This design comes from an exercise in tuning for small area and a short achievable clock period on the open sky130 flow, not from production work. RTL that was checked went through simulation tests only; none was proved equivalent to the original. Power figures rest on the tool's default switching activity, not on a simulated workload.

==> flow/design.v <==
module FP32Adder2_align(
    input  wire [31:0] a,
    input  wire [31:0] b,
    output wire        l_sign,
    output wire [7:0]  l_exp1,    
    output wire [23:0] l_manx,    
    output wire        sub,
    output wire [23:0] t_man,     
    output wire [1:0]  t_sh       
);
    assign sub = a[31] ^ b[31];
    wire [7:0] ea = a[30:23];
    wire [7:0] eb = b[30:23];
    wire [7:0] y;
    wire       c;
    sub8 ed(.x(ea), .y(eb), .d(y), .gt(c));
    wire [7:0] s  = y ^ {8{~c}};
    wire       far = |s[7:5];                   
    wire       ha = |ea;
    wire       hb = |eb;
    wire [23:0] ta = {ha, a[22:0]};
    wire [23:0] tb = {hb, b[22:0]};
    wire [23:0] t  = c ? {1'b0, tb[23:1]} : ta;
    wire [23:0] t1 = t >> {s[3:2], 2'b00};
    assign t_man  = far ? 24'd0 : s[4] ? {16'd0, t1[23:16]} : t1;
    assign t_sh   = s[1:0];
    wire [7:0] el = c ? ea : eb;
    assign l_exp1 = el + 8'd1;
    assign l_manx = (c ? ta : tb) ^ {24{sub}};
    assign l_sign = c ? a[31] : b[31];
endmodule
module sub8(
    input  wire [7:0] x,
    input  wire [7:0] y,
    output wire [7:0] d,
    output wire       gt
);
    wire [7:0] p = x ^ ~y;
    wire [7:0] g = x & ~y;
    wire [7:0] gl [0:3];
    wire [7:0] pl [0:3];
    assign gl[0] = g;
    assign pl[0] = p;
    genvar l, i;
    generate
        for (l = 0; l < 3; l = l + 1) begin : lv
            for (i = 0; i < 8; i = i + 1) begin : bt
                if ((i >> l) & 1) begin : m
                    localparam integer J = ((i >> l) << l) - 1;
                    assign gl[l+1][i] = gl[l][i] | (pl[l][i] & gl[l][J]);
                    assign pl[l+1][i] = pl[l][i] & pl[l][J];
                end else begin : t
                    assign gl[l+1][i] = gl[l][i];
                    assign pl[l+1][i] = pl[l][i];
                end
            end
        end
    endgenerate
    assign d  = p ^ {gl[3][6:0], 1'b0};
    assign gt = gl[3][7];
endmodule
module FP32Adder2(
    input  wire        l_sign,
    input  wire [7:0]  l_exp1,
    input  wire [23:0] l_manx,
    input  wire        sub,
    input  wire [23:0] t_man,
    input  wire [1:0]  t_sh,
    output wire [24:0] v,         
    output wire [4:0]  sh,        
    output wire        q,         
    output wire        sign,
    output wire [7:0]  e_base,    
    output wire        e_max      
);
    wire [23:0] B  = t_man >> t_sh;
    wire [23:0] p0 = l_manx ^ B;
    wire [23:0] g0 = l_manx & B;
    wire [23:0] G, P;
    prefix24 pt(.g(g0), .p(p0), .G(G), .P(P));
    wire        co = G[23];              
    wire [23:0] m;
    assign m[0] = sub;
    assign m[23:1] = sub ? (co ? G[22:0] | P[22:0] : ~G[22:0]) : G[22:0];
    wire [23:0] r   = p0 ^ m;
    wire        ovf = co & ~sub;         
    wire [31:0] x = {1'b0, r[23:12], r[11] | r[10], r[9:0], 1'b0, 7'h7f};
    wire [4:0]  lz;
    lzc32 lzc(.x(x), .n(lz), .z());
    wire [24:0] v0 = {ovf, r};
    wire [24:0] v1 = sh[4] ? {v0[8:0], 16'd0} : v0;
    assign v    = sh[3] ? {v1[16:0], 8'd0} : v1;
    assign sh   = sub ? lz : {4'd0, ~ovf};
    assign q    = sub & ~|r[23:11];
    assign sign = l_sign ^ (sub & co);
    wire [4:0] eh  = l_exp1[7:3];
    wire [4:0] eh1 = eh - 5'd1;
    wire [4:0] eh2 = eh - 5'd2;
    wire [4:0] eh3 = eh - 5'd3;
    assign e_base = {sh[4] ? (sh[3] ? eh3 : eh2) : (sh[3] ? eh1 : eh), l_exp1[2:0]};
    assign e_max  = ~|l_exp1;
endmodule
module FP32Adder2_norm(
    input  wire [24:0] v,
    input  wire [4:0]  sh,
    input  wire        q,
    input  wire [7:0]  e_base,
    input  wire        e_max,
    input  wire        off,       
    output wire [22:0] mant,
    output wire [7:0]  exp,
    output wire        ovf
);
    wire [24:0] n = v << sh[2:0];
    assign mant = {n[23] & ~q, n[22:1]} & {23{~off}};
    wire zero = sh[4] & sh[3];
    wire [4:0] el = {1'b0, e_base[2:0], 1'b1} + {1'b0, ~sh[2:0], ~q};
    wire [4:0] hm = e_base[7:3] - 5'd1;
    wire [7:0] e  = {el[4] ? e_base[7:3] : hm, el[3:1]};
    assign exp = (zero | off) ? 8'd0 : e;
    wire [7:0] d  = e_base ^ {5'd0, sh[2:0]};
    wire [7:0] m;
    assign m[0] = 1'b1;
    genvar i;
    generate for (i = 1; i < 8; i = i + 1) begin : tm
        assign m[i] = &e_base[i-1:0];
    end endgenerate
    wire top = q ? ~|d : ~|(d ^ m);
    assign ovf = ~off & (e_max | (~zero & top));
endmodule
module prefix24(
    input  wire [23:0] g,
    input  wire [23:0] p,
    output wire [23:0] G,
    output wire [23:0] P
);
    wire [23:0] gl [0:5];
    wire [23:0] pl [0:5];
    assign gl[0] = g;
    assign pl[0] = p;
    genvar l, i;
    generate
        for (l = 0; l < 5; l = l + 1) begin : lv
            for (i = 0; i < 24; i = i + 1) begin : bt
                if ((i >> l) & 1) begin : m
                    localparam integer J = ((i >> l) << l) - 1;
                    assign gl[l+1][i] = gl[l][i] | (pl[l][i] & gl[l][J]);
                    assign pl[l+1][i] = pl[l][i] & pl[l][J];
                end else begin : t
                    assign gl[l+1][i] = gl[l][i];
                    assign pl[l+1][i] = pl[l][i];
                end
            end
        end
    endgenerate
    assign G = gl[5];
    assign P = pl[5];
endmodule
module lzc32(
    input  wire [31:0] x,
    output wire [4:0]  n,
    output wire        z
);
    wire [15:0] a1;  wire [15:0] c1;
    wire [7:0]  a2;  wire [15:0] c2;
    wire [3:0]  a3;  wire [11:0] c3;
    wire [1:0]  a4;  wire [7:0]  c4;
    genvar i;
    generate
        for (i = 0; i < 16; i = i + 1) begin : l1
            assign a1[i] = x[2*i+1] | x[2*i];
            assign c1[i] = ~x[2*i+1];
        end
        for (i = 0; i < 8; i = i + 1) begin : l2
            assign a2[i] = a1[2*i+1] | a1[2*i];
            assign c2[2*i+1:2*i] = a1[2*i+1] ? {1'b0, c1[2*i+1]} : {1'b1, c1[2*i]};
        end
        for (i = 0; i < 4; i = i + 1) begin : l3
            assign a3[i] = a2[2*i+1] | a2[2*i];
            assign c3[3*i+2:3*i] = a2[2*i+1] ? {1'b0, c2[4*i+3:4*i+2]} : {1'b1, c2[4*i+1:4*i]};
        end
        for (i = 0; i < 2; i = i + 1) begin : l4
            assign a4[i] = a3[2*i+1] | a3[2*i];
            assign c4[4*i+3:4*i] = a3[2*i+1] ? {1'b0, c3[6*i+5:6*i+3]} : {1'b1, c3[6*i+2:6*i]};
        end
    endgenerate
    assign z = ~(a4[1] | a4[0]);
    assign n = a4[1] ? {1'b0, c4[7:4]} : {1'b1, c4[3:0]};
endmodule
module SyncFP32Adder2(
    input wire [31:0] a,
    input wire [31:0] b,
    output wire [31:0] S,
    output wire Overflow,
    input wire clk,
    input wire rst
);
    wire        l_sign_d, sub_d;
    wire [7:0]  l_exp1_d;
    wire [23:0] l_manx_d;
    wire [23:0] t_man_d;
    wire [1:0]  t_sh_d;
    FP32Adder2_align align(
        .a(a), .b(b),
        .l_sign(l_sign_d), .l_exp1(l_exp1_d), .l_manx(l_manx_d),
        .sub(sub_d), .t_man(t_man_d), .t_sh(t_sh_d)
    );
    reg        l_sign_q, sub_q;
    reg [7:0]  l_exp1_q;
    reg [23:0] l_manx_q;
    reg [23:0] t_man_q;
    reg [1:0]  t_sh_q;
    wire [24:0] v_d;
    wire [4:0]  sh_d;
    wire        q_d, sign_d, e_max_d;
    wire [7:0]  e_base_d;
    FP32Adder2 add(
        .l_sign(l_sign_q), .l_exp1(l_exp1_q), .l_manx(l_manx_q),
        .sub(sub_q), .t_man(t_man_q), .t_sh(t_sh_q),
        .v(v_d), .sh(sh_d), .q(q_d), .sign(sign_d), .e_base(e_base_d), .e_max(e_max_d)
    );
    reg [24:0] v_q;
    reg [4:0]  sh_q;
    reg        q_q, sign_q;
    reg [7:0]  e_base_q;
    reg        e_max_q;
    reg first, off;
    always @(posedge clk, posedge rst) begin
        if (rst) begin
            first <= 1'b1;
            off   <= 1'b1;
        end else begin
            first <= 1'b0;
            off   <= first;
        end
    end
    always @(posedge clk) begin
        l_sign_q  <= l_sign_d;
        sub_q     <= sub_d;
        l_exp1_q  <= l_exp1_d;
        l_manx_q  <= l_manx_d;
        t_man_q   <= t_man_d;
        t_sh_q    <= t_sh_d;
        v_q       <= v_d;
        sh_q      <= sh_d;
        q_q       <= q_d;
        sign_q    <= sign_d;
        e_base_q  <= e_base_d;
        e_max_q   <= e_max_d;
    end
    wire [22:0] mant;
    wire [7:0]  exp;
    wire        ovf;
    FP32Adder2_norm norm(
        .v(v_q), .sh(sh_q), .q(q_q), .e_base(e_base_q), .e_max(e_max_q), .off(off),
        .mant(mant), .exp(exp), .ovf(ovf)
    );
    assign S = {sign_q & ~off, exp, mant};
    assign Overflow = ovf;
endmodule
export LEC_CHECK = 0
export ABC_AREA = 1
export CAP_MARGIN = 20
export CORE_MARGIN = 2
export CORE_UTILIZATION = 55
export CTS_BUF_LIST = sky130_fd_sc_hd__clkbuf_8
export PLACE_DENSITY = 0.8
export SLEW_MARGIN = 20
create_clock -name core_clock -period 9.5 [get_ports {clk}]
standard.sh (not shown) runs the stock make flow with config.mk's settings and CLKGATE_MAP_FILE= SYNTH_SCRIPT=/design/flow/synth_recipe.tcl, a recipe that flattens the netlist after the stock synthesis.
==> flow/flow/run.sh <==
#!/bin/bash
set -euo pipefail
export BUFFER_PORTS_ARGS="-buffer_cell sky130_fd_sc_hd__buf_1"
export SETUP_SLACK_MARGIN=5.2
bash standard.sh > make.log 2>&1
Rerun with:
--- a/flow/design.v
+++ b/flow/design.v
@@ -58,23 +58,20 @@
     endgenerate
     assign d  = p ^ {gl[3][6:0], 1'b0};
     assign gt = gl[3][7];
 endmodule
 module FP32Adder2(
     input  wire        l_sign,
-    input  wire [7:0]  l_exp1,
     input  wire [23:0] l_manx,
     input  wire        sub,
     input  wire [23:0] t_man,
     input  wire [1:0]  t_sh,
     output wire [24:0] v,         
     output wire [4:0]  sh,        
     output wire        q,         
-    output wire        sign,
-    output wire [7:0]  e_base,    
-    output wire        e_max      
+    output wire        sign
 );
     wire [23:0] B  = t_man >> t_sh;
     wire [23:0] p0 = l_manx ^ B;
     wire [23:0] g0 = l_manx & B;
     wire [23:0] G, P;
     prefix24 pt(.g(g0), .p(p0), .G(G), .P(P));
@@ -85,51 +82,43 @@
     wire [23:0] r   = p0 ^ m;
     wire        ovf = co & ~sub;         
     wire [31:0] x = {1'b0, r[23:12], r[11] | r[10], r[9:0], 1'b0, 7'h7f};
     wire [4:0]  lz;
     lzc32 lzc(.x(x), .n(lz), .z());
     wire [24:0] v0 = {ovf, r};
-    wire [24:0] v1 = sh[4] ? {v0[8:0], 16'd0} : v0;
-    assign v    = sh[3] ? {v1[16:0], 8'd0} : v1;
+    assign v    = sh[4] ? {v0[8:0], 16'd0} : v0;
     assign sh   = sub ? lz : {4'd0, ~ovf};
     assign q    = sub & ~|r[23:11];
     assign sign = l_sign ^ (sub & co);
-    wire [4:0] eh  = l_exp1[7:3];
-    wire [4:0] eh1 = eh - 5'd1;
-    wire [4:0] eh2 = eh - 5'd2;
-    wire [4:0] eh3 = eh - 5'd3;
-    assign e_base = {sh[4] ? (sh[3] ? eh3 : eh2) : (sh[3] ? eh1 : eh), l_exp1[2:0]};
-    assign e_max  = ~|l_exp1;
 endmodule
 module FP32Adder2_norm(
     input  wire [24:0] v,
     input  wire [4:0]  sh,
     input  wire        q,
-    input  wire [7:0]  e_base,
-    input  wire        e_max,
+    input  wire [7:0]  l_exp1,
     input  wire        off,       
     output wire [22:0] mant,
     output wire [7:0]  exp,
     output wire        ovf
 );
-    wire [24:0] n = v << sh[2:0];
+    wire [24:0] n = v << sh[3:0];
     assign mant = {n[23] & ~q, n[22:1]} & {23{~off}};
     wire zero = sh[4] & sh[3];
-    wire [4:0] el = {1'b0, e_base[2:0], 1'b1} + {1'b0, ~sh[2:0], ~q};
-    wire [4:0] hm = e_base[7:3] - 5'd1;
-    wire [7:0] e  = {el[4] ? e_base[7:3] : hm, el[3:1]};
+    wire [6:0] el = {1'b0, l_exp1[4:0], 1'b1} + {1'b0, ~sh, ~q};
+    wire [2:0] hm = l_exp1[7:5] - 3'd1;
+    wire [7:0] e  = {el[6] ? l_exp1[7:5] : hm, el[5:1]};
     assign exp = (zero | off) ? 8'd0 : e;
-    wire [7:0] d  = e_base ^ {5'd0, sh[2:0]};
+    wire [7:0] d  = l_exp1 ^ {3'd0, sh};
     wire [7:0] m;
     assign m[0] = 1'b1;
     genvar i;
     generate for (i = 1; i < 8; i = i + 1) begin : tm
-        assign m[i] = &e_base[i-1:0];
+        assign m[i] = &l_exp1[i-1:0];
     end endgenerate
     wire top = q ? ~|d : ~|(d ^ m);
-    assign ovf = ~off & (e_max | (~zero & top));
+    assign ovf = ~off & (~|l_exp1 | (~zero & top));
 endmodule
 module prefix24(
     input  wire [23:0] g,
     input  wire [23:0] p,
     output wire [23:0] G,
     output wire [23:0] P
@@ -209,24 +198,22 @@
     reg [7:0]  l_exp1_q;
     reg [23:0] l_manx_q;
     reg [23:0] t_man_q;
     reg [1:0]  t_sh_q;
     wire [24:0] v_d;
     wire [4:0]  sh_d;
-    wire        q_d, sign_d, e_max_d;
-    wire [7:0]  e_base_d;
+    wire        q_d, sign_d;
     FP32Adder2 add(
-        .l_sign(l_sign_q), .l_exp1(l_exp1_q), .l_manx(l_manx_q),
+        .l_sign(l_sign_q), .l_manx(l_manx_q),
         .sub(sub_q), .t_man(t_man_q), .t_sh(t_sh_q),
-        .v(v_d), .sh(sh_d), .q(q_d), .sign(sign_d), .e_base(e_base_d), .e_max(e_max_d)
+        .v(v_d), .sh(sh_d), .q(q_d), .sign(sign_d)
     );
     reg [24:0] v_q;
     reg [4:0]  sh_q;
     reg        q_q, sign_q;
-    reg [7:0]  e_base_q;
-    reg        e_max_q;
+    reg [7:0]  l_exp1_2q;
     reg first, off;
     always @(posedge clk, posedge rst) begin
         if (rst) begin
             first <= 1'b1;
             off   <= 1'b1;
         end else begin
@@ -242,19 +229,18 @@
         t_man_q   <= t_man_d;
         t_sh_q    <= t_sh_d;
         v_q       <= v_d;
         sh_q      <= sh_d;
         q_q       <= q_d;
         sign_q    <= sign_d;
-        e_base_q  <= e_base_d;
-        e_max_q   <= e_max_d;
+        l_exp1_2q <= l_exp1_q;
     end
     wire [22:0] mant;
     wire [7:0]  exp;
     wire        ovf;
     FP32Adder2_norm norm(
-        .v(v_q), .sh(sh_q), .q(q_q), .e_base(e_base_q), .e_max(e_max_q), .off(off),
+        .v(v_q), .sh(sh_q), .q(q_q), .l_exp1(l_exp1_2q), .off(off),
         .mant(mant), .exp(exp), .ovf(ovf)
     );
     assign S = {sign_q & ~off, exp, mant};
     assign Overflow = ovf;
 endmodule
The new run finished with timing, DRC and antenna clean.
Clock power shrinks by a little under a tenth.
Design area shrinks by a few percent.
Via count shrinks by a few percent.
Worst setup slack improved by 0.0038 ns.
Die area shrinks by a few percent.
Only the layout flow was run in the first run of this note; the RTL was not checked for function there.

[separate check: timing with driven ports]
In the flow no input, the clock included, has a driving cell. The finished layouts below were timed again as built, in two steps. Step 1 (the two cells are an assumption about what drives the block):
set clk [get_ports {clk}]
set_driving_cell -lib_cell sky130_fd_sc_hd__clkbuf_16 $clk
set_driving_cell -lib_cell sky130_fd_sc_hd__buf_2 [delete_from_list [all_inputs] $clk]
Step 2, shift: input delay + t, output delay - t, t = (earliest + latest rising clock arrival at the registers) / 2. This alone moves slack from input paths to output paths. a / b / c = ideal / step 1 / step 2; a / b = the first two.
| run | shift t [ns] | setup WS [ns] | hold WS [ns] | latest minus earliest clock arrival (ns) | cell pins on the clock port's net |
|---|---|---|---|---|---|
| the first run | 0.434 | 5.296 / 5.309 / 4.875 | 0.360 / 0.360 / 0.360 | 0.017 / 0.017 | 1 |
| the second run | 0.409 | 5.300 / 5.266 / 4.943 | 0.336 / 0.336 / 0.336 | 0.016 / 0.017 | 1 |
After both steps every run listed still meets setup and hold. The setup slack of the first run, which loses most, moves by +0.013 ns with the drivers and by -0.421 ns with both steps.
